From an optimization exercise on the open Yosys and OpenROAD flow, aimed at small area; shortcuts taken in it are not production practice. For this run, only the layout was checked, not whether the RTL still works. No activity file was given, so power comes from the tool's default toggle rates.

==> flow/design.v <==
module clkdiv(
  input mclk,  
  input rst,
  output reg clkout,  
  output reg clkout_2Hz,
  output tick_1Hz,    
  output tick_2Hz     
);
reg[19:0] rCnt;
reg[19:0] rCnt_2;
assign tick_1Hz = (rCnt[19:0] >= 20'h7_a120) & ~clkout;
assign tick_2Hz = (rCnt_2[19:0] >= 20'h3_d090) & ~clkout_2Hz;
always @(posedge mclk)	 
begin
  if (rst) begin
    rCnt[19:0] <= 20'h0_0000;
    clkout <= 1'b0;
  end
  else if (rCnt[19:0] >= 20'h7_a120) begin	 
    rCnt[19:0] <= 20'h0_0000;
    clkout <= ~clkout;
  end
else begin
  rCnt[19:0] <= rCnt[19:0] + 20'h0_0001;
     end
end
always @(posedge mclk)	 
begin
  if (rst) begin
    rCnt_2[19:0] <= 20'h0_0000;
    clkout_2Hz <= 1'b0;
  end
  else if (rCnt_2[19:0] >= 20'h3_d090) begin	 
    rCnt_2[19:0] <= 20'h0_0000;
    clkout_2Hz <= ~clkout_2Hz;
  end
else begin
  rCnt_2[19:0] <= rCnt_2[19:0] + 20'h0_0001;
     end
end
endmodule
module switch_interface(
input  mclk,
input  rst,
input [3:0]switch_in,
output reg [3:0] switch,
output [3:0] switch_rise	 
);
reg [3:0] dff1;
reg [3:0] dff2;
reg [3:0] dff3;
reg [3:0] switch_nxt;
wire [3:0] posswitch_DET;
wire [3:0] negswitch_DET;
always@(posedge mclk)
begin
 if (rst) begin
  dff1[3:0] <= 4'b0000;
  dff2[3:0] <= 4'b0000;
  dff3[3:0] <= 4'b0000;
 end
 else begin
  dff1[3:0] <= switch_in[3:0];
  dff2[3:0] <= dff1[3:0];
  dff3[3:0] <= dff2[3:0];
 end
end
assign posswitch_DET[3:0] = ~dff3[3:0] & dff2[3:0];  
assign negswitch_DET[3:0] = dff3[3:0] & ~dff2[3:0];  
always @(*)
begin
  switch_nxt = switch;
  if (posswitch_DET[0]) begin           
     switch_nxt[0] = 1'b1;
  end
  else if (posswitch_DET[1]) begin
     switch_nxt[1] = 1'b1;
  end
  else if (posswitch_DET[2]) begin
     switch_nxt[2] = 1'b1;
  end
  else if (posswitch_DET[3]) begin
     switch_nxt[3] = 1'b1;
  end
  else if (negswitch_DET[0]) begin
	  switch_nxt[0] = 1'b0;
  end
  else if (negswitch_DET[1]) begin
	  switch_nxt[1] = 1'b0;
  end
  else if (negswitch_DET[2]) begin
	  switch_nxt[2] = 1'b0;
  end
  else if (negswitch_DET[3]) begin
	  switch_nxt[3] = 1'b0;
  end
end
assign switch_rise = rst ? 4'b0000 : (switch_nxt & ~switch);
always @(posedge mclk)
begin
  if (rst)
    switch <= 4'b0000;
  else
    switch <= switch_nxt;
end
endmodule
module State_machine(
input  wire mclk,
input  wire rst,
input  wire [3:0] switch_rise,
output  [1:0] state
);
reg [1:0] STATE;
assign state[1:0] = STATE[1:0];
always @(posedge mclk)
begin
  if (rst)
    STATE[1:0] <= 2'b00;
  else if (switch_rise[0]) begin
  if (STATE[1:0] >= 2'b10) begin      
    STATE[1:0] <= 2'b00;
  end   
  else begin 
    STATE[1:0] <= STATE[1:0] + 2'b01;
  end
  end
end
endmodule
module counter(
input wire mclk,
input wire rst,
input wire tick,  
input wire[18:0] timeset,
input wire [1:0] state,
output [18:0] present_time
);
reg[3:0] sec;
reg[2:0] second10;
reg[3:0] minute;
reg[2:0] minute10;
reg[3:0] hour;
reg hour10;
assign present_time[18]    = hour10;
assign present_time[17:14] = hour[3:0];
assign present_time[13:11] = minute10[2:0];
assign present_time[10:7]  = minute[3:0];
assign present_time[6:4]   = second10[2:0];
assign present_time[3:0]   = sec[3:0];
always@(posedge mclk)
begin
if (rst) begin
sec      <= 4'b0000;
second10 <= 3'b000;
minute   <= 4'b0000;
minute10 <= 3'b000;
hour     <= 4'b0000;
hour10   <= 1'b0;
end
else if (tick) begin
if(state[1:0] == 2'b01) begin 
hour10        <= timeset[18];
hour[3:0]     <= timeset[17:14];
minute10[2:0] <= timeset[13:11];
minute[3:0]   <= timeset[10:7];
second10[2:0] <= timeset[6:4];
sec[3:0]      <= timeset[3:0];
end
else begin
if(state[1:0] == 2'b00) begin
sec <= sec + 4'b0001;
if (sec == 4'b1001) begin  
sec      <= 4'b0000;
second10 <= second10 + 3'b001;
end
if (second10 == 3'b101 && sec == 4'b1001) begin  
second10 <= 3'b000;
minute   <= minute + 4'b0001;
end
if (minute == 4'b1001 && second10 == 3'b101 && sec == 4'b1001) begin  
minute   <= 4'b0000;
minute10 <= minute10 + 3'b001;
end
if (minute10 == 3'b101 && minute == 4'b1001 && second10 == 3'b101 && sec == 4'b1001) begin  
minute10 <= 3'b000;
hour     <= hour + 4'b0001;
end
if (hour == 4'b1001 && minute10 == 3'b101 && minute == 4'b1001 && second10 == 3'b101 && sec == 4'b1001) begin  
hour     <= 4'b0000;
hour10   <= hour10 + 1'b1;
end
if (hour10==1'b1 && hour == 4'b0001 && minute10 == 3'b101 && minute == 4'b1001 && second10 == 3'b101 && sec == 4'b1001) begin  
sec      <= 4'b0000;
second10 <= 3'b000;
minute   <= 4'b0000;
minute10 <= 3'b000;
hour     <= 4'b0000;
hour10   <= 1'b0;
end
end
end
end
end
endmodule
module time_set(
input wire mclk,
input wire rst,
input wire [3:0] switch_rise,
input wire [1:0] STATE,
output [18:0] timeset,
output [2:0] set_state	 
);
reg[3:0] SET_sec;
reg[2:0] SET_second10;
reg[3:0] SET_min;
reg[2:0] SET_minute10;
reg[3:0] SET_hour;
reg  SET_hour10;
reg[2:0]  S_STATE;
assign timeset[3:0] = SET_sec[3:0];
assign timeset[6:4] = SET_second10[2:0];
assign timeset[10:7] = SET_min[3:0];
assign timeset[13:11] = SET_minute10[2:0];
assign timeset[17:14] = SET_hour[3:0];
assign timeset[18] = SET_hour10;
assign set_state[2:0] = S_STATE[2:0];
always @ (posedge mclk)	 
begin
  if (rst)
    S_STATE [2:0] <= 3'b000;
  else if(switch_rise[1] && STATE [1:0] == 2'b01)
    begin
      S_STATE [2:0] <= S_STATE [2:0] + 3'b001;
      if(S_STATE [2:0] == 3'b110)
        begin
          S_STATE [2:0] <= 3'b000;
        end
    end
end
always @ (posedge mclk)	 
  begin
    if (rst) begin
      SET_sec <= 4'b0000;
      SET_second10 <= 3'b000;
      SET_min <= 4'b0000;
      SET_minute10 <= 3'b000;
      SET_hour <= 4'b0000;
      SET_hour10 <= 1'b0;
    end
    else if(switch_rise[2] && STATE [1:0] == 2'b01)
      begin
        if(S_STATE == 3'b000)
          begin
            SET_sec <= SET_sec + 4'b0001;
            if(SET_sec == 4'b1001)     
               begin
                 SET_sec <= 4'b0000;
                 SET_second10 <= SET_second10 + 3'b001;          
            if(SET_second10 == 3'b101 && SET_sec == 4'b1001)	 
              begin
                SET_second10 <= 3'b000;
                SET_min <= SET_min + 4'b0001;             
            if(SET_min == 4'b1001)	 
              begin
                SET_min <= 4'b0000;
                SET_minute10 <= SET_minute10 + 3'b001;              
            if(SET_minute10 == 3'b101 && SET_min == 4'b1001)	 
              begin
                SET_minute10 <= 3'b000;
                SET_hour <= SET_hour + 4'b0001;              
            if(SET_hour == 4'b1001)	 
              begin
                SET_hour <= 4'b0000;
                SET_hour10 <= SET_hour10 + 1'b1;
              end
          else if(SET_hour10 == 1'b1 && SET_hour == 4'b0001)   
              begin
                SET_hour <= 4'b0000;
                SET_hour10 <= 1'b0;
              end
	   end
	   end
	   end
	   end
       end
      else if(S_STATE == 3'b001)
        begin
          SET_second10 <= SET_second10 + 3'b001;
            if(SET_second10 == 3'b101)
              begin
                SET_second10 <= 3'b000;
                SET_min <= SET_min + 4'b0001;
              if(SET_min == 4'b1001)	 
              begin
                SET_min <= 4'b0000;
                SET_minute10 <= SET_minute10 + 3'b001;              
              if(SET_minute10 == 3'b101 && SET_min == 4'b1001)	 
              begin
                SET_minute10 <= 3'b000;
                SET_hour <= SET_hour + 4'b0001;             
              if(SET_hour == 4'b1001)
              begin
                SET_hour <= 4'b0000;
                SET_hour10 <= SET_hour10 + 1'b1;
              end
             else if(SET_hour10 == 1'b1 && SET_hour == 4'b0001)   
              begin
                SET_hour <= 4'b0000;
                SET_hour10 <= 1'b0;
              end
	   end
	   end
	   end
        end
      else if(S_STATE == 3'b010)
        begin
          SET_min <= SET_min + 4'b0001;
            if(SET_min == 4'b1001)	 
              begin
                SET_min <= 4'b0000;
                SET_minute10 <= SET_minute10 + 3'b001;             
            if(SET_minute10 == 3'b101 && SET_min == 4'b1001)	 
              begin
                SET_minute10 <= 3'b000;
                SET_hour <= SET_hour + 4'b0001;       
            if(SET_hour == 4'b1001)	 
              begin
                SET_hour <= 4'b0000;
                SET_hour10 <= SET_hour10 + 1'b1;
              end
          else if(SET_hour10 == 1'b1 && SET_hour == 4'b0001)   
              begin
                SET_hour <= 4'b0000;
                SET_hour10 <= 1'b0;
              end
	end
	end
        end
      else if(S_STATE == 3'b011)
        begin
          SET_minute10 <= SET_minute10 + 3'b001;
          if(SET_minute10 == 3'b101)	 
              begin
                SET_minute10 <= 3'b000;
                SET_hour <= SET_hour + 4'b0001;              
            if(SET_hour == 4'b1001)	 
              begin
                SET_hour <= 4'b0000;
                SET_hour10 <= SET_hour10 + 1'b1;
              end
          else if(SET_hour10 == 1'b1 && SET_hour == 4'b0001)   
              begin
                SET_hour <= 4'b0000;
                SET_hour10 <= 1'b0;
              end
	end
        end
      else if(S_STATE == 3'b100)
        begin
          SET_hour <= SET_hour + 4'b0001;
          if(SET_hour == 4'b1001)	 
              begin
                SET_hour <= 4'b0000;
                SET_hour10 <= SET_hour10 + 1'b1;
              end
          else if(SET_hour10 == 1'b1 && SET_hour == 4'b0001)   
              begin
                SET_hour <= 4'b0000;
                SET_hour10 <= 1'b0;
              end
        end
      else if(S_STATE == 3'b101)
        begin
          SET_hour10 <= SET_hour10 + 1'b1;
        end
   end
end
endmodule
module ALARM(
input wire mclk,
input wire rst,
input wire [3:0] switch_rise,
input wire [1:0] STATE,
input wire [18:0] present_time,
output [18:0] AL_time,
output [2:0] set_state2,
output AL_switch,
output AL_ON
);
reg[3:0] AL_sec;
reg[2:0] AL_second10;
reg[3:0] AL_min;
reg[2:0] AL_minute10;
reg[3:0] AL_hour;
reg AL_hour10;
reg[2:0] S_STATE2;
reg Alarm_switch;
reg Alarm_on;
assign AL_time[3:0] = AL_sec[3:0];
assign AL_time[6:4] = AL_second10[2:0];
assign AL_time[10:7] = AL_min[3:0];
assign AL_time[13:11] = AL_minute10[2:0];
assign AL_time[17:14] = AL_hour[3:0];
assign AL_time[18] = AL_hour10;
assign set_state2 = S_STATE2;
assign AL_switch = Alarm_switch;
assign AL_ON = Alarm_on;
always @ (posedge mclk)	 
begin
  if (rst)
    S_STATE2 [2:0] <= 3'b000;
  else if(switch_rise[1] && STATE [1:0] == 2'b10)
    begin
      S_STATE2 [2:0] <= S_STATE2 [2:0] + 3'b001;
      if(S_STATE2 [2:0] == 3'b110)
        begin
          S_STATE2 [2:0] <= 3'b000;
        end
    end
end
always @ (posedge mclk)	 
  begin
    if (rst) begin
      AL_sec <= 4'b0000;
      AL_second10 <= 3'b000;
      AL_min <= 4'b0000;
      AL_minute10 <= 3'b000;
      AL_hour <= 4'b0000;
      AL_hour10 <= 1'b0;
    end
    else if(switch_rise[2] && STATE [1:0] == 2'b10)
      begin
        if(S_STATE2 == 3'b000)
          begin
            AL_sec <= AL_sec + 4'b0001;
            if(AL_sec == 4'b1001)     
               begin
                 AL_sec <= 4'b0000;
                 AL_second10 <= AL_second10 + 3'b001;           
            if(AL_second10 == 3'b101 && AL_sec == 4'b1001)	 
              begin
                AL_second10 <= 3'b000;
                AL_min <= AL_min + 4'b0001;              
            if(AL_min == 4'b1001)	 
              begin
                AL_min <= 4'b0000;
                AL_minute10 <= AL_minute10 + 3'b001;              
            if(AL_minute10 == 3'b101 && AL_min == 4'b1001)	 
              begin
                AL_minute10 <= 3'b000;
                AL_hour <= AL_hour + 4'b0001;              
            if(AL_hour == 4'b1001)	 
              begin
                AL_hour <= 4'b0000;
                AL_hour10 <= AL_hour10 + 1'b1;
              end
          else if(AL_hour10 == 1'b1 && AL_hour == 4'b0001)   
              begin
                AL_hour <= 4'b0000;
                AL_hour10 <= 1'b0;
              end
	end
	end
	end
	end
        end
      else if(S_STATE2 == 3'b001)
        begin
          AL_second10 <= AL_second10 + 3'b001;
            if(AL_second10 == 3'b101)	 
              begin
                AL_second10 <= 4'b0000;
                AL_min <= AL_min + 4'b0001;              
            if(AL_min == 4'b1001)	 
              begin
                AL_min <= 4'b0000;
                AL_minute10 <= AL_minute10 + 3'b001;              
            if(AL_minute10 == 3'b101 && AL_min == 4'b1001)	 
              begin
                AL_minute10 <= 3'b000;
                AL_hour <= AL_hour + 4'b0001;              
            if(AL_hour == 4'b1001)	 
              begin
                AL_hour <= 4'b0000;
                AL_hour10 <= AL_hour10 + 1'b1;
              end
          else if(AL_hour10 == 1'b1 && AL_hour == 4'b0001)   
              begin
                AL_hour <= 4'b0000;
                AL_hour10 <= 1'b0;
              end
	end
	end
	end
        end
      else if(S_STATE2 == 3'b010)
        begin
          AL_min <= AL_min + 4'b0001;
            if(AL_min == 4'b1001)	 
              begin
                AL_min <= 4'b0000;
                AL_minute10 <= AL_minute10 + 3'b001;             
            if(AL_minute10 == 3'b101 && AL_min == 4'b1001)	 
              begin
                AL_minute10 <= 3'b000;
                AL_hour <= AL_hour + 4'b0001;             
            if(AL_hour == 4'b1001)	 
              begin
                AL_hour <= 4'b0000;
                AL_hour10 <= AL_hour10 + 1'b1;
              end
          else if(AL_hour10 == 1'b1 && AL_hour == 4'b0001)   
              begin
                AL_hour <= 4'b0000;
                AL_hour10 <= 1'b0;
              end
	end
	end
        end
      else if(S_STATE2 == 3'b011)
        begin
          AL_minute10 <= AL_minute10 + 3'b001;
          if(AL_minute10 == 3'b101)	 
              begin
                AL_minute10 <= 3'b000;
                AL_hour <= AL_hour + 4'b0001;              
            if(AL_hour == 4'b1001)	 
              begin
                AL_hour <= 4'b0000;
                AL_hour10 <= AL_hour10 + 1'b1;
              end
          else if(AL_hour10 == 1'b1 && AL_hour == 4'b0001)   
              begin
                AL_hour <= 4'b0000;
                AL_hour10 <= 1'b0;
              end
	end
        end
      else if(S_STATE2 == 3'b100)
        begin
          AL_hour <= AL_hour + 4'b0001;
          if(AL_hour == 4'b1001)	 
              begin
                AL_hour <= 4'b0000;
                AL_hour10 <= AL_hour10 + 1'b1;
              end
          else if(AL_hour10 == 1'b1 && AL_hour == 4'b0001)   
              begin
                AL_hour <= 4'b0000;
                AL_hour10 <= 1'b0;
              end
        end
      else if(S_STATE2 == 3'b101)
        begin
          AL_hour10 <= AL_hour10 + 1'b1;
        end
    end
end
always @(posedge mclk)	 
begin
  if (rst)
    Alarm_switch <= 1'b0;
  else if (switch_rise[3])
    Alarm_switch <= Alarm_switch + 1'b1;
end
always @(*)
begin
  if(Alarm_switch == 1'b1 && 19'h0 <= present_time[18:0] - AL_time[18:0] && present_time[18:0] - AL_time[18:0] < 19'h10)
    Alarm_on = 1'b1;
  else
    Alarm_on = 1'b0;
end
endmodule
module LEDdriver(
input wire mclk,
input wire rst,
input wire [1:0] STATE,
input wire AL_ON,	 
input wire tick_2Hz,	 
input wire AL_switch,
output reg [7:0] LED
);
always@(*)
begin
  case(STATE[1:0])
    2'b00:  begin 
		LED[7] = 1'b0;
		LED[6] = 1'b0;   
	   end
    2'b01:  begin
		LED[7] = 1'b1;
		LED[6] = 1'b0;   
	   end
    2'b10:  begin
		LED[7] = 1'b0;
		LED[6] = 1'b1;   
	   end
    default: begin
		LED[7] = 1'b0;
		LED[6] = 1'b0;   
	   end
  endcase
  if(AL_switch == 1'b0)
    LED[5] = 1'b0;
  else
    LED[5] = 1'b1;
end
reg [4:0] blink;
always@(*)
begin
  LED[4:0] = blink[4:0];
end
always@(posedge mclk)     
begin 
  if (rst)
    blink[4:0] <= 5'b00000;
  else if (tick_2Hz) begin
  if(AL_ON == 1'b1)
  begin
    if(blink[4] != 1'b1)
      begin
        blink[4] <= 1'b1;
	blink[3] <= 1'b1;
  	blink[2] <= 1'b1;
	blink[1] <= 1'b1;
	blink[0] <= 1'b1;
      end
     else
      begin
        blink[4] <= 1'b0;
	blink[3] <= 1'b0;
        blink[2] <= 1'b0;
	blink[1] <= 1'b0;
	blink[0] <= 1'b0;    
      end
  end
  else
    begin
      blink[4] <= 1'b0;
      blink[3] <= 1'b0;
      blink[2] <= 1'b0;
      blink[1] <= 1'b0;
      blink[0] <= 1'b0; 
    end
  end
end
endmodule
module seg7dec (
input clk,   
input wire[18:0] timeset,
input wire[18:0] AL_time,
input wire[18:0] present_time,
input wire[2:0] S_STATE,
input wire[2:0] S_STATE2,
input wire[1:0] state,
output reg [0:6] SEG1,  
output reg [0:6] SEG2,  
output reg [0:6] SEG3,  
output reg [0:6] SEG4,  
output reg [0:6] SEG5,  
output reg [0:6] SEG6   
);
always @(*)
begin
SEG1[0:6] = 7'b000_0000;
SEG2[0:6] = 7'b000_0000;
SEG3[0:6] = 7'b000_0000;
SEG4[0:6] = 7'b000_0000;
SEG5[0:6] = 7'b000_0000;
SEG6[0:6] = 7'b000_0000;
if (state[1:0] == 2'b01) begin  
 case (timeset[18])  
 0: SEG1[0:6] = 7'b011_1111;
 1: SEG1[0:6] = 7'b000_0110;
 endcase
 case (timeset[17:14])  
 4'h0: SEG2[0:6] = 7'b011_1111;
 4'h1: SEG2[0:6] = 7'b000_0110;
 4'h2: SEG2[0:6] = 7'b101_1011;
 4'h3: SEG2[0:6] = 7'b100_1111;
 4'h4: SEG2[0:6] = 7'b110_0110;
 4'h5: SEG2[0:6] = 7'b110_1101;
 4'h6: SEG2[0:6] = 7'b111_1101;
 4'h7: SEG2[0:6] = 7'b000_0111;
 4'h8: SEG2[0:6] = 7'b111_1111;
 4'h9: SEG2[0:6] = 7'b110_1111;
endcase
case (timeset[13:11])  
 4'h0: SEG3[0:6] = 7'b011_1111;
 4'h1: SEG3[0:6] = 7'b000_0110;
 4'h2: SEG3[0:6] = 7'b101_1011;
 4'h3: SEG3[0:6] = 7'b100_1111;
 4'h4: SEG3[0:6] = 7'b110_0110;
 4'h5: SEG3[0:6] = 7'b110_1101;
endcase
case (timeset[10:7])  
 4'h0: SEG4[0:6] = 7'b011_1111;
 4'h1: SEG4[0:6] = 7'b000_0110;
 4'h2: SEG4[0:6] = 7'b101_1011;
 4'h3: SEG4[0:6] = 7'b100_1111;
 4'h4: SEG4[0:6] = 7'b110_0110;
 4'h5: SEG4[0:6] = 7'b110_1101;
 4'h6: SEG4[0:6] = 7'b111_1101;
 4'h7: SEG4[0:6] = 7'b000_0111;
 4'h8: SEG4[0:6] = 7'b111_1111;
 4'h9: SEG4[0:6] = 7'b110_1111;
endcase
case (timeset[6:4])  
 4'h0: SEG5[0:6] = 7'b011_1111;
 4'h1: SEG5[0:6] = 7'b000_0110;
 4'h2: SEG5[0:6] = 7'b101_1011;
 4'h3: SEG5[0:6] = 7'b100_1111;
 4'h4: SEG5[0:6] = 7'b110_0110;
 4'h5: SEG5[0:6] = 7'b110_1101;
endcase
case (timeset[3:0])  
 4'h0: SEG6[0:6] = 7'b011_1111;
 4'h1: SEG6[0:6] = 7'b000_0110;
 4'h2: SEG6[0:6] = 7'b101_1011;
 4'h3: SEG6[0:6] = 7'b100_1111;
 4'h4: SEG6[0:6] = 7'b110_0110;
 4'h5: SEG6[0:6] = 7'b110_1101;
 4'h6: SEG6[0:6] = 7'b111_1101;
 4'h7: SEG6[0:6] = 7'b000_0111;
 4'h8: SEG6[0:6] = 7'b111_1111;
 4'h9: SEG6[0:6] = 7'b110_1111;
endcase
if (S_STATE[2:0] == 3'b101 && clk == 1) begin
 case (timeset[18])  
 0: SEG1[0:6] = 7'b011_1111;
 1: SEG1[0:6] = 7'b000_0110;
 endcase
end
else if (S_STATE[2:0] == 3'b101 && clk == 0) begin
  SEG1[0:6] = 7'b000_0000;
end
if (S_STATE[2:0] == 3'b100 && clk == 1) begin
 case (timeset[17:14])  
 4'h0: SEG2[0:6] = 7'b011_1111;
 4'h1: SEG2[0:6] = 7'b000_0110;
 4'h2: SEG2[0:6] = 7'b101_1011;
 4'h3: SEG2[0:6] = 7'b100_1111;
 4'h4: SEG2[0:6] = 7'b110_0110;
 4'h5: SEG2[0:6] = 7'b110_1101;
 4'h6: SEG2[0:6] = 7'b111_1101;
 4'h7: SEG2[0:6] = 7'b000_0111;
 4'h8: SEG2[0:6] = 7'b111_1111;
 4'h9: SEG2[0:6] = 7'b110_1111;
endcase
end
else if (S_STATE[2:0] == 3'b100 && clk == 0) begin
  SEG2[0:6] = 7'b000_0000;
end
if (S_STATE[2:0] == 3'b011 && clk == 1) begin
 case (timeset[13:11])  
 4'h0: SEG3[0:6] = 7'b011_1111;
 4'h1: SEG3[0:6] = 7'b000_0110;
 4'h2: SEG3[0:6] = 7'b101_1011;
 4'h3: SEG3[0:6] = 7'b100_1111;
 4'h4: SEG3[0:6] = 7'b110_0110;
 4'h5: SEG3[0:6] = 7'b110_1101;
 endcase
end
else if (S_STATE[2:0] == 3'b011 && clk == 0) begin
  SEG3[0:6] = 7'b000_0000;
end
if (S_STATE[2:0] == 3'b010 && clk == 1) begin
case (timeset[10:7])  
 4'h0: SEG4[0:6] = 7'b011_1111;
 4'h1: SEG4[0:6] = 7'b000_0110;
 4'h2: SEG4[0:6] = 7'b101_1011;
 4'h3: SEG4[0:6] = 7'b100_1111;
 4'h4: SEG4[0:6] = 7'b110_0110;
 4'h5: SEG4[0:6] = 7'b110_1101;
 4'h6: SEG4[0:6] = 7'b111_1101;
 4'h7: SEG4[0:6] = 7'b000_0111;
 4'h8: SEG4[0:6] = 7'b111_1111;
 4'h9: SEG4[0:6] = 7'b110_1111;
endcase
end
else if (S_STATE[2:0] == 3'b010 && clk == 0) begin
  SEG4[0:6] = 7'b000_0000;
end
if (S_STATE[2:0] == 3'b001 && clk == 1) begin
case (timeset[6:4])  
 4'h0: SEG5[0:6] = 7'b011_1111;
 4'h1: SEG5[0:6] = 7'b000_0110;
 4'h2: SEG5[0:6] = 7'b101_1011;
 4'h3: SEG5[0:6] = 7'b100_1111;
 4'h4: SEG5[0:6] = 7'b110_0110;
 4'h5: SEG5[0:6] = 7'b110_1101;
endcase
end
else if (S_STATE[2:0] == 3'b001 && clk == 0) begin
  SEG5[0:6] = 7'b000_0000;
end
if (S_STATE[2:0] == 3'b000 && clk == 1) begin
case (timeset[3:0])  
 4'h0: SEG6[0:6] = 7'b011_1111;
 4'h1: SEG6[0:6] = 7'b000_0110;
 4'h2: SEG6[0:6] = 7'b101_1011;
 4'h3: SEG6[0:6] = 7'b100_1111;
 4'h4: SEG6[0:6] = 7'b110_0110;
 4'h5: SEG6[0:6] = 7'b110_1101;
 4'h6: SEG6[0:6] = 7'b111_1101;
 4'h7: SEG6[0:6] = 7'b000_0111;
 4'h8: SEG6[0:6] = 7'b111_1111;
 4'h9: SEG6[0:6] = 7'b110_1111;
endcase
end
else if (S_STATE[2:0] == 3'b000 && clk == 0) begin
  SEG6[0:6] = 7'b000_0000;
end
end
if (state[1:0] == 2'b10) begin
case (AL_time[18])  
 4'h0: SEG1[0:6] = 7'b011_1111;
 4'h1: SEG1[0:6] = 7'b000_0110;
endcase
case (AL_time[17:14])  
 4'h0: SEG2[0:6] = 7'b011_1111;
 4'h1: SEG2[0:6] = 7'b000_0110;
 4'h2: SEG2[0:6] = 7'b101_1011;
 4'h3: SEG2[0:6] = 7'b100_1111;
 4'h4: SEG2[0:6] = 7'b110_0110;
 4'h5: SEG2[0:6] = 7'b110_1101;
 4'h6: SEG2[0:6] = 7'b111_1101;
 4'h7: SEG2[0:6] = 7'b000_0111;
 4'h8: SEG2[0:6] = 7'b111_1111;
 4'h9: SEG2[0:6] = 7'b110_1111;
endcase
case (AL_time[13:11])  
 4'h0: SEG3[0:6] = 7'b011_1111;
 4'h1: SEG3[0:6] = 7'b000_0110;
 4'h2: SEG3[0:6] = 7'b101_1011;
 4'h3: SEG3[0:6] = 7'b100_1111;
 4'h4: SEG3[0:6] = 7'b110_0110;
 4'h5: SEG3[0:6] = 7'b110_1101;
endcase
case (AL_time[10:7])  
 4'h0: SEG4[0:6] = 7'b011_1111;
 4'h1: SEG4[0:6] = 7'b000_0110;
 4'h2: SEG4[0:6] = 7'b101_1011;
 4'h3: SEG4[0:6] = 7'b100_1111;
 4'h4: SEG4[0:6] = 7'b110_0110;
 4'h5: SEG4[0:6] = 7'b110_1101;
 4'h6: SEG4[0:6] = 7'b111_1101;
 4'h7: SEG4[0:6] = 7'b000_0111;
 4'h8: SEG4[0:6] = 7'b111_1111;
 4'h9: SEG4[0:6] = 7'b110_1111;
endcase
case (AL_time[6:4])  
 4'h0: SEG5[0:6] = 7'b011_1111;
 4'h1: SEG5[0:6] = 7'b000_0110;
 4'h2: SEG5[0:6] = 7'b101_1011;
 4'h3: SEG5[0:6] = 7'b100_1111;
 4'h4: SEG5[0:6] = 7'b110_0110;
 4'h5: SEG5[0:6] = 7'b110_1101;
endcase
case (AL_time[3:0])  
 4'h0: SEG6[0:6] = 7'b011_1111;
 4'h1: SEG6[0:6] = 7'b000_0110;
 4'h2: SEG6[0:6] = 7'b101_1011;
 4'h3: SEG6[0:6] = 7'b100_1111;
 4'h4: SEG6[0:6] = 7'b110_0110;
 4'h5: SEG6[0:6] = 7'b110_1101;
 4'h6: SEG6[0:6] = 7'b111_1101;
 4'h7: SEG6[0:6] = 7'b000_0111;
 4'h8: SEG6[0:6] = 7'b111_1111;
 4'h9: SEG6[0:6] = 7'b110_1111;
endcase
if (S_STATE2[2:0] == 3'b101 && clk == 1) begin
 case (AL_time[18])  
 0: SEG1[0:6] = 7'b011_1111;
 1: SEG1[0:6] = 7'b000_0110;
 endcase
end
else if (S_STATE2[2:0] == 3'b101 && clk == 0) begin
  SEG1[0:6] = 7'b000_0000;
end
if (S_STATE2[2:0] == 3'b100 && clk == 1) begin
 case (AL_time[17:14])  
 4'h0: SEG2[0:6] = 7'b011_1111;
 4'h1: SEG2[0:6] = 7'b000_0110;
 4'h2: SEG2[0:6] = 7'b101_1011;
 4'h3: SEG2[0:6] = 7'b100_1111;
 4'h4: SEG2[0:6] = 7'b110_0110;
 4'h5: SEG2[0:6] = 7'b110_1101;
 4'h6: SEG2[0:6] = 7'b111_1101;
 4'h7: SEG2[0:6] = 7'b000_0111;
 4'h8: SEG2[0:6] = 7'b111_1111;
 4'h9: SEG2[0:6] = 7'b110_1111;
endcase
end
else if (S_STATE2[2:0] == 3'b100 && clk == 0) begin
  SEG2[0:6] = 7'b000_0000;
end
if (S_STATE2[2:0] == 3'b011 && clk == 1) begin
 case (AL_time[13:11])  
 4'h0: SEG3[0:6] = 7'b011_1111;
 4'h1: SEG3[0:6] = 7'b000_0110;
 4'h2: SEG3[0:6] = 7'b101_1011;
 4'h3: SEG3[0:6] = 7'b100_1111;
 4'h4: SEG3[0:6] = 7'b110_0110;
 4'h5: SEG3[0:6] = 7'b110_1101;
 endcase
end
else if (S_STATE2[2:0] == 3'b011 && clk == 0) begin
  SEG3[0:6] = 7'b000_0000;
end
if (S_STATE2[2:0] == 3'b010 && clk == 1) begin
case (AL_time[10:7])  
 4'h0: SEG4[0:6] = 7'b011_1111;
 4'h1: SEG4[0:6] = 7'b000_0110;
 4'h2: SEG4[0:6] = 7'b101_1011;
 4'h3: SEG4[0:6] = 7'b100_1111;
 4'h4: SEG4[0:6] = 7'b110_0110;
 4'h5: SEG4[0:6] = 7'b110_1101;
 4'h6: SEG4[0:6] = 7'b111_1101;
 4'h7: SEG4[0:6] = 7'b000_0111;
 4'h8: SEG4[0:6] = 7'b111_1111;
 4'h9: SEG4[0:6] = 7'b110_1111;
endcase
end
else if (S_STATE2[2:0] == 3'b010 && clk == 0) begin
  SEG4[0:6] = 7'b000_0000;
end
if (S_STATE2[2:0] == 3'b001 && clk == 1) begin
case (AL_time[6:4])  
 4'h0: SEG5[0:6] = 7'b011_1111;
 4'h1: SEG5[0:6] = 7'b000_0110;
 4'h2: SEG5[0:6] = 7'b101_1011;
 4'h3: SEG5[0:6] = 7'b100_1111;
 4'h4: SEG5[0:6] = 7'b110_0110;
 4'h5: SEG5[0:6] = 7'b110_1101;
endcase
end
else if (S_STATE2[2:0] == 3'b001 && clk == 0) begin
  SEG5[0:6] = 7'b000_0000;
end
if (S_STATE2[2:0] == 3'b000 && clk == 1) begin
case (AL_time[3:0])  
 4'h0: SEG6[0:6] = 7'b011_1111;
 4'h1: SEG6[0:6] = 7'b000_0110;
 4'h2: SEG6[0:6] = 7'b101_1011;
 4'h3: SEG6[0:6] = 7'b100_1111;
 4'h4: SEG6[0:6] = 7'b110_0110;
 4'h5: SEG6[0:6] = 7'b110_1101;
 4'h6: SEG6[0:6] = 7'b111_1101;
 4'h7: SEG6[0:6] = 7'b000_0111;
 4'h8: SEG6[0:6] = 7'b111_1111;
 4'h9: SEG6[0:6] = 7'b110_1111;
endcase
end
else if (S_STATE2[2:0] == 3'b000 && clk == 0) begin
  SEG6[0:6] = 7'b000_0000;
end
end
if (state[1:0] == 2'b00) begin
case (present_time[18])  
 0: SEG1[0:6] = 7'b011_1111;
 1: SEG1[0:6] = 7'b000_0110;
endcase
case (present_time[17:14])  
 4'h0: SEG2[0:6] = 7'b011_1111;
 4'h1: SEG2[0:6] = 7'b000_0110;
 4'h2: SEG2[0:6] = 7'b101_1011;
 4'h3: SEG2[0:6] = 7'b100_1111;
 4'h4: SEG2[0:6] = 7'b110_0110;
 4'h5: SEG2[0:6] = 7'b110_1101;
 4'h6: SEG2[0:6] = 7'b111_1101;
 4'h7: SEG2[0:6] = 7'b000_0111;
 4'h8: SEG2[0:6] = 7'b111_1111;
 4'h9: SEG2[0:6] = 7'b110_1111;
endcase
case (present_time[13:11])  
 4'h0: SEG3[0:6] = 7'b011_1111;
 4'h1: SEG3[0:6] = 7'b000_0110;
 4'h2: SEG3[0:6] = 7'b101_1011;
 4'h3: SEG3[0:6] = 7'b100_1111;
 4'h4: SEG3[0:6] = 7'b110_0110;
 4'h5: SEG3[0:6] = 7'b110_1101;
endcase
case (present_time[10:7])  
 4'h0: SEG4[0:6] = 7'b011_1111;
 4'h1: SEG4[0:6] = 7'b000_0110;
 4'h2: SEG4[0:6] = 7'b101_1011;
 4'h3: SEG4[0:6] = 7'b100_1111;
 4'h4: SEG4[0:6] = 7'b110_0110;
 4'h5: SEG4[0:6] = 7'b110_1101;
 4'h6: SEG4[0:6] = 7'b111_1101;
 4'h7: SEG4[0:6] = 7'b000_0111;
 4'h8: SEG4[0:6] = 7'b111_1111;
 4'h9: SEG4[0:6] = 7'b110_1111;
endcase
case (present_time[6:4])  
 4'h0: SEG5[0:6] = 7'b011_1111;
 4'h1: SEG5[0:6] = 7'b000_0110;
 4'h2: SEG5[0:6] = 7'b101_1011;
 4'h3: SEG5[0:6] = 7'b100_1111;
 4'h4: SEG5[0:6] = 7'b110_0110;
 4'h5: SEG5[0:6] = 7'b110_1101;
endcase
case (present_time[3:0])  
 4'h0: SEG6[0:6] = 7'b011_1111;
 4'h1: SEG6[0:6] = 7'b000_0110;
 4'h2: SEG6[0:6] = 7'b101_1011;
 4'h3: SEG6[0:6] = 7'b100_1111;
 4'h4: SEG6[0:6] = 7'b110_0110;
 4'h5: SEG6[0:6] = 7'b110_1101;
 4'h6: SEG6[0:6] = 7'b111_1101;
 4'h7: SEG6[0:6] = 7'b000_0111;
 4'h8: SEG6[0:6] = 7'b111_1111;
 4'h9: SEG6[0:6] = 7'b110_1111;
endcase
end
end
endmodule
module top(
  input wire mclk,
  input wire rst,
  input wire [3:0] switch_in,
  output wire [6:0] SEG1,  
  output wire [6:0] SEG2,  
  output wire [6:0] SEG3,  
  output wire [6:0] SEG4,  
  output wire [6:0] SEG5,  
  output wire [6:0] SEG6,  
  output wire [7:0] LED
  );
  wire [3:0] switch;
  wire [3:0] switch_rise;
  wire clk;	 
  wire Clk_2Hz;	 
  wire tick_1Hz;
  wire tick_2Hz;
  wire [18:0] AL_time;	 
  wire [18:0] present_time;
  wire [18:0] timeset;
  wire AL_ON;
  wire AL_switch;
  wire [1:0] state;
  wire [2:0] set_state;
  wire [2:0] set_state2;
  clkdiv clkdiv_0 (.mclk(mclk), .rst(rst), .clkout(clk), .clkout_2Hz(Clk_2Hz), .tick_1Hz(tick_1Hz), .tick_2Hz(tick_2Hz));
  switch_interface switch_interface_0(.mclk(mclk), .rst(rst), .switch_in(switch_in[3:0]), .switch(switch[3:0]), .switch_rise(switch_rise[3:0]));
  State_machine State_machine_0 (.mclk(mclk), .rst(rst), .switch_rise(switch_rise[3:0]), .state(state[1:0]));
  counter counter_0 (.mclk(mclk), .rst(rst), .tick(tick_1Hz), .timeset(timeset[18:0]), .state(state[1:0]), .present_time(present_time[18:0]));
  ALARM ALARM_0 (.mclk(mclk), .rst(rst), .switch_rise(switch_rise[3:0]), .STATE(state[1:0]), .AL_time(AL_time[18:0]), .AL_switch(AL_switch), .present_time(present_time[18:0]), .AL_ON(AL_ON), .set_state2(set_state2[2:0]));
  seg7dec seg7dec_0 (.present_time(present_time[18:0]), .clk(Clk_2Hz), .S_STATE(set_state[2:0]), .S_STATE2(set_state2[2:0]), .state(state[1:0]), .AL_time(AL_time[18:0]), .timeset(timeset[18:0]), .SEG1(SEG1[6:0]), .SEG2(SEG2[6:0]), .SEG3(SEG3[6:0]), .SEG4(SEG4[6:0]), .SEG5(SEG5[6:0]), .SEG6(SEG6[6:0]));
  LEDdriver LEDdriver_0 (.mclk(mclk), .rst(rst), .STATE(state[1:0]), .AL_switch(AL_switch), .AL_ON(AL_ON), .tick_2Hz(tick_2Hz), .LED(LED[7:0]));
  time_set  time_set_0 (.mclk(mclk), .rst(rst), .switch_rise(switch_rise[3:0]), .STATE(state), .timeset(timeset[18:0]), .set_state(set_state[2:0]));
endmodule
==> flow/run.sh <==
#!/bin/bash
# synth_recipe.tcl (not shown) runs the flow's synth.tcl, then flattens the netlist and writes it again
# the make line also repeats each setting of config.mk as NAME=value (left out here)
make -C /OpenROAD-flow-scripts/flow DESIGN_CONFIG=/design/flow/config.mk WORK_HOME=/design/flow/orfs CLKGATE_MAP_FILE= SYNTH_SCRIPT=/design/flow/synth_recipe.tcl finish
==> flow/config.mk <==
export PLATFORM = sky130hd
export DESIGN_NAME = top
export DESIGN_NICKNAME = top
export VERILOG_FILES = /design/flow/design.v
export SDC_FILE = /design/flow/constraint.sdc
export NUM_CORES = 4
export LEC_CHECK = 0
export CAP_MARGIN = 20
export CORE_MARGIN = 2
export CORE_UTILIZATION = 40
export SLEW_MARGIN = 20
==> flow/constraint.sdc <==
create_clock -name core_clock -period 10.0 [get_ports {mclk}]
set_input_delay 2.0000 -clock core_clock [delete_from_list [all_inputs] [get_ports {mclk}]]
set_output_delay 2.0000 -clock core_clock [all_outputs]
set_load 0.01 [all_outputs]
==> results.txt <==
==> cells in the final DEF, fill, tap and decap left out, types with 13 or more instances in the layout <==
master           synthesis  routed
nor2_1                 218     218
ha_1                   104     104
inv_1                   96      96
clkbuf_16                0      17
o211ai_1                15      15
nand3_1                 42      42
xor2_1                  29      29
xnor2_1                 24      24
and3_1                  22      22
clkdlybuf4s50_1          0      53
a21o_1                  19      19
nor3_1                  40      40
dfxtp_1                146     146
mux2i_1                 32      32
and2_1                  13      13
nand2b_1                16      16
a31oi_1                 19      19
a21oi_1                112     112
nand2_1                 97      97
nor4_1                  15      15
o21ai_0                 98      98
o31ai_1                 19      19
nor2b_1                 28      28
a211oi_1                24      24
a22oi_1                 20      20
==> routing by layer <==
layer / global-route usage [%] / vias to the layer above / wire (um)
li1: - / 5342 / -
met3: 3.15 / 34 / 1960
met1: 31.0 / 4925 / 15300
met4: 6.12 / 0 / 552
met2: 32.9 / 320 / 13400
met5: 0 / - / 0
==> cells by family after synthesis <==
family	count (synthesis)
simple gates	556
flops	146
compound gates	420
buf+inv	186
xor+xnor	53
fa+ha+maj	105
mux	34
other cells	1
==> area by class of cell <==
class                           count  area (um^2)  share of cell area (%)
Tap cell                          378          473                    3.78
Inverter                           98          368                    2.94
Clock inverter                     15          210                    1.68
Sequential cell                   146         2920                    23.4
Clock buffer                       17          425                    3.40
Multi-Input combinational cell   1172         7530                    60.2
Timing Repair Buffer               60          583                    4.66
==> final timing paths <==
check,to,depth (start not counted)
setup / recovery,SEG4[6],5
hold reg to reg,switch_interface_0.dff2[0],1
hold / removal,switch_interface_0.dff2[0],1
setup reg to reg,counter_0.minute10[2],8
==> power breakdown <==
part / internal (mW) / switching [mW]
Combinational: 0.0690 / 0.0842
Sequential: 0.588 / 0.0124
Clock: 0.365 / 0.316
Total: 1.02 / 0.413
==> stage by stage <==
step	cells	setup WS [ns]	utilization, %
after floorplan	1504	5.84	-
after global placement	1854	4.75	43.0
after detailed placement	1854	4.71	43.0
after CTS	1886	4.29	45.3
after global routing	1886	4.05	45.3
final	1886	4.27	45.3
==> critical path, stage by stage, from the launching register on <==
cell and delay [ns]:
dfxtp_1 0.85, inv_1 0.57, a41oi_1 0.58, nand2_1 0.19
o32ai_1 0.48, clkdlybuf4s50_1 0.62
==> results.toml <==
[run_status]
outcome = "complete, no violations"

[sta]
rsz0062_at_grt = "false"
period_share_pct = 57.3
clock_skew_ns = 0.0108
fmax_mhz = 174
fin_tns_setup_ns = 0
finalSetupViolCount = 0
hold_ws_ns = 0.437
tightest_slew_ns = 1.01
period_needed_ns = 5.73
final-hold-violation-count = 0
relSlewSlack_pct = 31.9
slew_viol_final = 0

[worst_hold_path]
hp-start = "switch_interface_0.dff1[0]"
hold_path.class = "reg2reg"

[setup_path]
worstSetupPathType = "reg2out"
worstPathMaxFanout = 21
required_ns = 8.00
cp-startpoint = "clkdiv_0.clkout_2Hz"
endpoint_kind = "primary output"
ff2ff_setup_slack_ns = 6.30
arrival_ns = 3.73
r2r_start = "counter_0.second10[0]"
cp-start-kind = "flop"

[route]
viasPerCell = 5.63
first_pass_iters = 6
wl_per_cell_um = 16.6
drt_iter0_markers = 1033
routed_wl_mm = 31.2
ant_nets = 0
remaining_drc_errors = 0
route.vias.total = 10600

[logic_synthesis]
synth_compound_area_share_pct = 24.2
synthSimpleGateAreaFrac_pct = 23.9
synth.yosys.seq_area_share_pct = 26.1
ys_top_cells_by_area = "dfxtp_1 26%, ha_1 12%, nor2_1 7.3%"
synthTopCellsByCount = "218 x nor2_1, 146 x dfxtp_1, 112 x a21oi_1, 104 x ha_1, 98 x o21ai_0"
synth.avg_cell_area_um2 = 7.46
synth_cell_types = 80
synth_top_area_share_pct = 26.1
synth_top_family_by_area = "compound AO/OA/AOI/OAI gates"
synth_xor_area_share_pct = 4.15
synthCells = 1501
synth-edff-count = 0
ys_seq_elements = 146
synth_fa_ha_area_share_pct = 11.8
async_reset_ff_share_pct = 0
synth_flop_cell = "dfxtp_1"
synthesis.area_um2 = 11200
ys_warn_count = 8
synth_most_common_cell = "nor2_1"
synthMuxAreaShare_pct = 3.06
synth_top_area_cell = "dfxtp_1"

[cts]
tritoncts = "built"
clock-sinks = 146
worstSkewPairLatency_ns = 0.44
cts_buffer_depth = 2
cts-root-buf = "clkbuf_16"
ctsResizeCount = 0
post_cts_buffers = 0
h-tree-depth = 4
clkTransAtPathRegs_ns = 0.07
cts-buffers-inserted = 17
cts_hold_buf = 0

[layout]
nNetsFinal = 1606
stdcell_area_um2 = 12500
diodes = 0
drive_gt1_share_pct = 4.24
fill_cells = 2786
syn2layout_area_growth_pct = 11.8

[power]
fin_total_pwr_mw = 1.44
power_density_nw_per_um2 = 115
ir_drop_mv = 0.113
leakagePower_nw = 4.80

[global_route]
grt_max_degree = 63
grt-ovfl-total = 0
grt_pass1_vias = 9419
grt_pass1_wl_mm = 50.1
antenna_found_initial = 1
grt_usage_pct = 21.4

[floorplan]
die_w_um = 171
io_pins = 56
rows = 61
start_util_pct = 40.5
die-area_um2 = 29300
die_h_um = 171
coreArea_um2 = 27600

[place]
gp_congestion = 0.946
portBuffers = 54
placed_area_um2 = 11900
hpwl_mm = 23.0

[job]
max_cap_violations = 0

## separate check: timing with driven ports
The flow's constraints put no driver on any port. The routed layout listed below was extracted and timed again, unchanged, in two steps.
Step 1 assumes that a clkbuf_16 drives the clock port and a buf_2 every other input.
Step 2 times the ports against the registers' clock, not the clock port: input delays grow and output delays shrink by t, the midpoint of the rising clock arrivals with the driver on.
Slacks: no drivers / after step 1 / after step 2; pairs: no drivers / after step 1.
t (ns): 0.485
slack for setup (ns): 4.269 / 4.222 / 4.707
worst hold slack (ns): 0.437 / 0.437 / 0.437
worst setup path after step 2: register to output
clock arrival spread, ns: 0.012 / 0.012
After both steps setup and hold are still met in this run. For this run, drivers alone change the setup slack by -0.047 ns; drivers and shift together by +0.438 ns.
